This is an optimization exercise on Yosys and OpenROAD, whose aim is small area, not a production implementation.
The RTL was checked by simulation tests, not by an equivalence proof against the original design.
No driver is modelled on the clock port, so clocking that relies on it looks cheaper here than on a real chip.

==> zinc <==
// vga_kbd_top
module vga_kbd_top(reset,clk,ps2clk,ps2data,hsync,vsync, Red, Green, Blue);
input reset,clk;
input ps2clk,ps2data;
output hsync,vsync;
output [2:0] Red,Green,Blue;
genvar gi;
reg [1:0] div;
wire ce = div[1] & div[0];
always @(posedge clk or posedge reset)
  if (reset) div <= 2'd0;
  else div <= {div[1] ^ div[0], ~div[0]};
reg [9:0] pc;
reg [8:0] lc;
wire pwrap = pc[9] & pc[8] & pc[5];           
wire lwrap = lc[8] & lc[7] & lc[6] & lc[0];   
wire [9:0] pt;
wire [8:0] lt;
assign pt[0] = 1'b1;
assign lt[0] = 1'b1;
generate
  for (gi = 1; gi < 10; gi = gi + 1) begin : g_pt
    assign pt[gi] = pt[gi-1] & pc[gi-1];
  end
  for (gi = 1; gi < 9; gi = gi + 1) begin : g_lt
    assign lt[gi] = lt[gi-1] & lc[gi-1];
  end
endgenerate
always @(posedge clk or posedge reset)
  if (reset) begin
    pc <= 10'd0;
    lc <= 9'd0;
  end else if (ce) begin
    pc <= pwrap ? 10'd0 : pc ^ pt;
    if (pwrap) lc <= lwrap ? 9'd0 : lc ^ lt;
  end
assign hsync = ~(pc >= 10'd16 && pc <= 10'd111);
assign vsync = (lc == 9'd12 || lc == 9'd13);
wire rise = (lc == 9'd12 && pc == 10'd4);     
reg [3:0] ks;
wire fall = ks[3];
always @(posedge clk or posedge reset)
  if (reset) ks <= 4'd0;
  ...
export LEC_CHECK = 0
export CAP_MARGIN = 20
export CORE_MARGIN = 2
export CORE_UTILIZATION = 40
export PLACE_DENSITY = 0.6
export SLEW_MARGIN = 20
create_clock -name core_clock -period 10.0 [get_ports {clk}]
standard.sh (not shown) runs the stock make flow with config.mk's settings and CLKGATE_MAP_FILE= SYNTH_SCRIPT=/design/flow/synth_recipe.tcl, a recipe that flattens the netlist after the stock synthesis.
==> flow/flow/run.sh <==
#!/bin/bash
# Own layout flow: the standard flow (standard.sh) with these changes:
#  - synthesis maps logic with an area-oriented ABC script (flow/area.abc:
#    deepsyn for up to 150 s, then amap), once per seed in flow/own.cfg, keeping
#    the smallest result, and leaves adders to ABC instead of fixed half/full-adder cells; the
#    registers are mapped before ABC and are the standard synthesis's;
#  - ports are buffered with the smallest buffer;
#  - the clock tree uses one buffer type (flow/own.cfg), without dummy loads;
#    then flow/post_cts.tcl downsizes the root buffer and the leaf buffers
#    whose flip-flops keep a small clock slew.
# The make output goes to own_flow.log; each ORFS step logs to orfs/logs/.
set -euo pipefail
W=$(pwd)
source flow/own.cfg
export OWN_ABC_SCRIPT=$W/flow/area.abc
export OWN_ABC_SEEDS
export OWN_WORK=$W
export OWN_CTS_ROOT_CELL OWN_CTS_LEAF_SMALL_CELL OWN_CTS_SLEW_PS
EXTRA="SYNTH_SCRIPT=$W/flow/synth.tcl ADDER_MAP_FILE= 'BUFFER_PORTS_ARGS=-buffer_cell sky130_fd_sc_hd__buf_1' 'CTS_ARGS=-sink_clustering_enable -repair_clock_nets -buf_list $OWN_CTS_BUF -dont_use_dummy_load' POST_CTS_TCL=$W/flow/post_cts.tcl"
# standard.sh's make command, with the settings above added
sed -e "s|SYNTH_SCRIPT=[^ ]*|$EXTRA|" standard.sh > own_standard.sh
grep -q "$W/flow/synth.tcl" own_standard.sh
bash own_standard.sh finish > own_flow.log 2>&1
test -s out/final.def
==> flow/flow/own.cfg <==
# clock tree buffer
OWN_CTS_BUF=sky130_fd_sc_hd__clkbuf_8
# after CTS (flow/post_cts.tcl): root buffer cell, smaller leaf cell to try,
# and the estimated clock-pin slew (ps) a smaller leaf must stay under
OWN_CTS_ROOT_CELL=sky130_fd_sc_hd__clkbuf_2
OWN_CTS_LEAF_SMALL_CELL=sky130_fd_sc_hd__clkbuf_4
OWN_CTS_SLEW_PS=110
# random seeds for the ABC runs (the smallest result is kept)
OWN_ABC_SEEDS="0 1 2 3 4"
==> flow/flow/post_cts.tcl <==
set block [ord::get_db_block]
set db [ord::get_db]
set clk_net [[$block findBTerm clk] getNet]
set roots {}
foreach it [$clk_net getITerms] { lappend roots [$it getInst] }
proc own_out_net {inst} {
  foreach o [$inst getITerms] { if {[$o isOutputSignal]} { return [$o getNet] } }
  return {}
}
proc own_max_slew_ps {net} {
  set mx 0
  foreach it [$net getITerms] {
    if {![$it isInputSignal]} { continue }
    set name "[[$it getInst] getName]/[[$it getMTerm] getName]"
    set p [get_pins $name]
    foreach edge {rise fall} {
      foreach an {min max} {
        set s [get_property $p slew_${an}_$edge]
        set mx [expr {max($mx, [sta::time_ui_sta $s] * 1e12)}]
      }
    }
  }
  return $mx
}
if {[llength $roots] == 1} {
  set root [lindex $roots 0]
  set rmaster [$root getMaster]
  set rnet [own_out_net $root]
  $root swapMaster [$db findMaster $::env(OWN_CTS_ROOT_CELL)]
  estimate_parasitics -placement
  set worst 0
  foreach it [$rnet getITerms] {
    set inst [$it getInst]
    if {$inst eq $root} { continue }
    set worst [expr {max($worst, [own_max_slew_ps [own_out_net $inst]])}]
  }
  if {$worst > $::env(OWN_CTS_SLEW_PS)} {
    $root swapMaster $rmaster
    estimate_parasitics -placement
  }
  puts "post_cts: root [$root getName] is [[$root getMaster] getName] (worst slew [format %.1f $worst] ps)"
  foreach it [$rnet getITerms] {
    set inst [$it getInst]
    if {$inst eq $root} { continue }
    set old [$inst getMaster]
    $inst swapMaster [$db findMaster $::env(OWN_CTS_LEAF_SMALL_CELL)]
    estimate_parasitics -placement
    set s [own_max_slew_ps [own_out_net $inst]]
    if {$s > $::env(OWN_CTS_SLEW_PS)} {
      $inst swapMaster $old
      estimate_parasitics -placement
    }
    puts "post_cts: leaf [$inst getName] is [[$inst getMaster] getName] (slew as small cell [format %.1f $s] ps)"
  }
}
Other scripts of this flow, unchanged in this note and not shown: flow/flow/area.abc, flow/flow/synth.tcl
==> quartz: changes against zinc <==
==> flow/flow/run.sh (replaced) <==
#!/bin/bash
# Own layout flow: the standard flow (standard.sh) with these changes:
#  - synthesis maps logic with an area-oriented ABC script (flow/area.abc:
#    deepsyn for 150 s, then amap), once per seed in flow/own.cfg, keeping
#    the smallest result, and leaves adders to ABC instead of fixed half/full-adder cells; the
#    registers are mapped before ABC and are the standard synthesis's;
#  - ports are buffered with the smallest buffer;
#  - the clock tree uses one buffer type (flow/own.cfg), without dummy loads.
# The make output goes to own_flow.log; each ORFS step logs to orfs/logs/.
set -euo pipefail
W=$(pwd)
source flow/own.cfg
export OWN_ABC_SCRIPT=$W/flow/area.abc
export OWN_ABC_SEEDS
export OWN_WORK=$W
EXTRA="SYNTH_SCRIPT=$W/flow/synth.tcl ADDER_MAP_FILE= 'BUFFER_PORTS_ARGS=-buffer_cell sky130_fd_sc_hd__buf_1' 'CTS_ARGS=-sink_clustering_enable -repair_clock_nets -buf_list $OWN_CTS_BUF -dont_use_dummy_load'"
# standard.sh's make command, with the settings above added
sed -e "s|SYNTH_SCRIPT=[^ ]*|$EXTRA|" standard.sh > own_standard.sh
grep -q "$W/flow/synth.tcl" own_standard.sh
bash own_standard.sh finish > own_flow.log 2>&1
test -s out/final.def
==> flow/flow/own.cfg (replaced) <==
# clock tree buffer
OWN_CTS_BUF=sky130_fd_sc_hd__clkbuf_8
# random seeds for the ABC runs (the smallest result is kept)
OWN_ABC_SEEDS="0 1 2"
removed: flow/flow/post_cts.tcl
==> results.sh <==
export IMPL_status="timing/DRC/antenna clean"
export IMPL_num_antenna_cells=0
export IMPL_power_density_nw_per_um2=115
export IMPL_fin_area_um2=4860
export IMPL_antenna_found_initial=0
export IMPL_swShare=0.205
export IMPL_totalPowerFinal_uw=561
export IMPL_p_seq_uw=364
[end of results for quartz]
==> results.sh <==
export IMPL_fin_area_um2=4840
export IMPL_num_antenna_cells=1
export IMPL_dr_wl_met2_um=4390
export IMPL_p_seq_uw=363
export IMPL_antenna_found_initial=1
export IMPL_status="timing/DRC/antenna clean"
export IMPL_power_density_nw_per_um2=112
export IMPL_syn_avg_cell_area_um2=8.17
export IMPL_intPower_uw=429
export IMPL_nFillCells=1074
export IMPL_p_comb_uw=10.8
export IMPL_totalPowerFinal_uw=542
export IMPL_cts_tree="yes"
export IMPL_top_layer_used="met4"
[end of results for zinc]

-- afterwards: timing with drivers on the ports --
No port has a modelled driver above. Below, the same layouts with a new extraction and two added sets of constraints.
Step 1 (the two cells are an assumption about what drives the block):
set clk [get_ports {clk}]
set_driving_cell -lib_cell sky130_fd_sc_hd__clkbuf_16 $clk
set_driving_cell -lib_cell sky130_fd_sc_hd__buf_2 [delete_from_list [all_inputs] $clk]
Step 2, shift: input delay + t, output delay - t, t = (earliest + latest rising clock arrival at the registers) / 2. This alone moves slack from input paths to output paths.
a / b / c = no drivers / after step 1 / after step 2; a / b = the first two.
run	shift t [ns]	slack for setup (ns)	worst setup path at the end	latest minus earliest clock arrival (ns)	slew at the worst register clock pin (ns)
zinc	0.549	5.797 / 5.761 / 6.310	register to output	0.037 / 0.037	0.10 / 0.10
quartz	0.375	5.957 / 5.923 / 6.298	register to output	0.024 / 0.024	0.09 / 0.09
After both steps setup and hold are still met in every run listed.
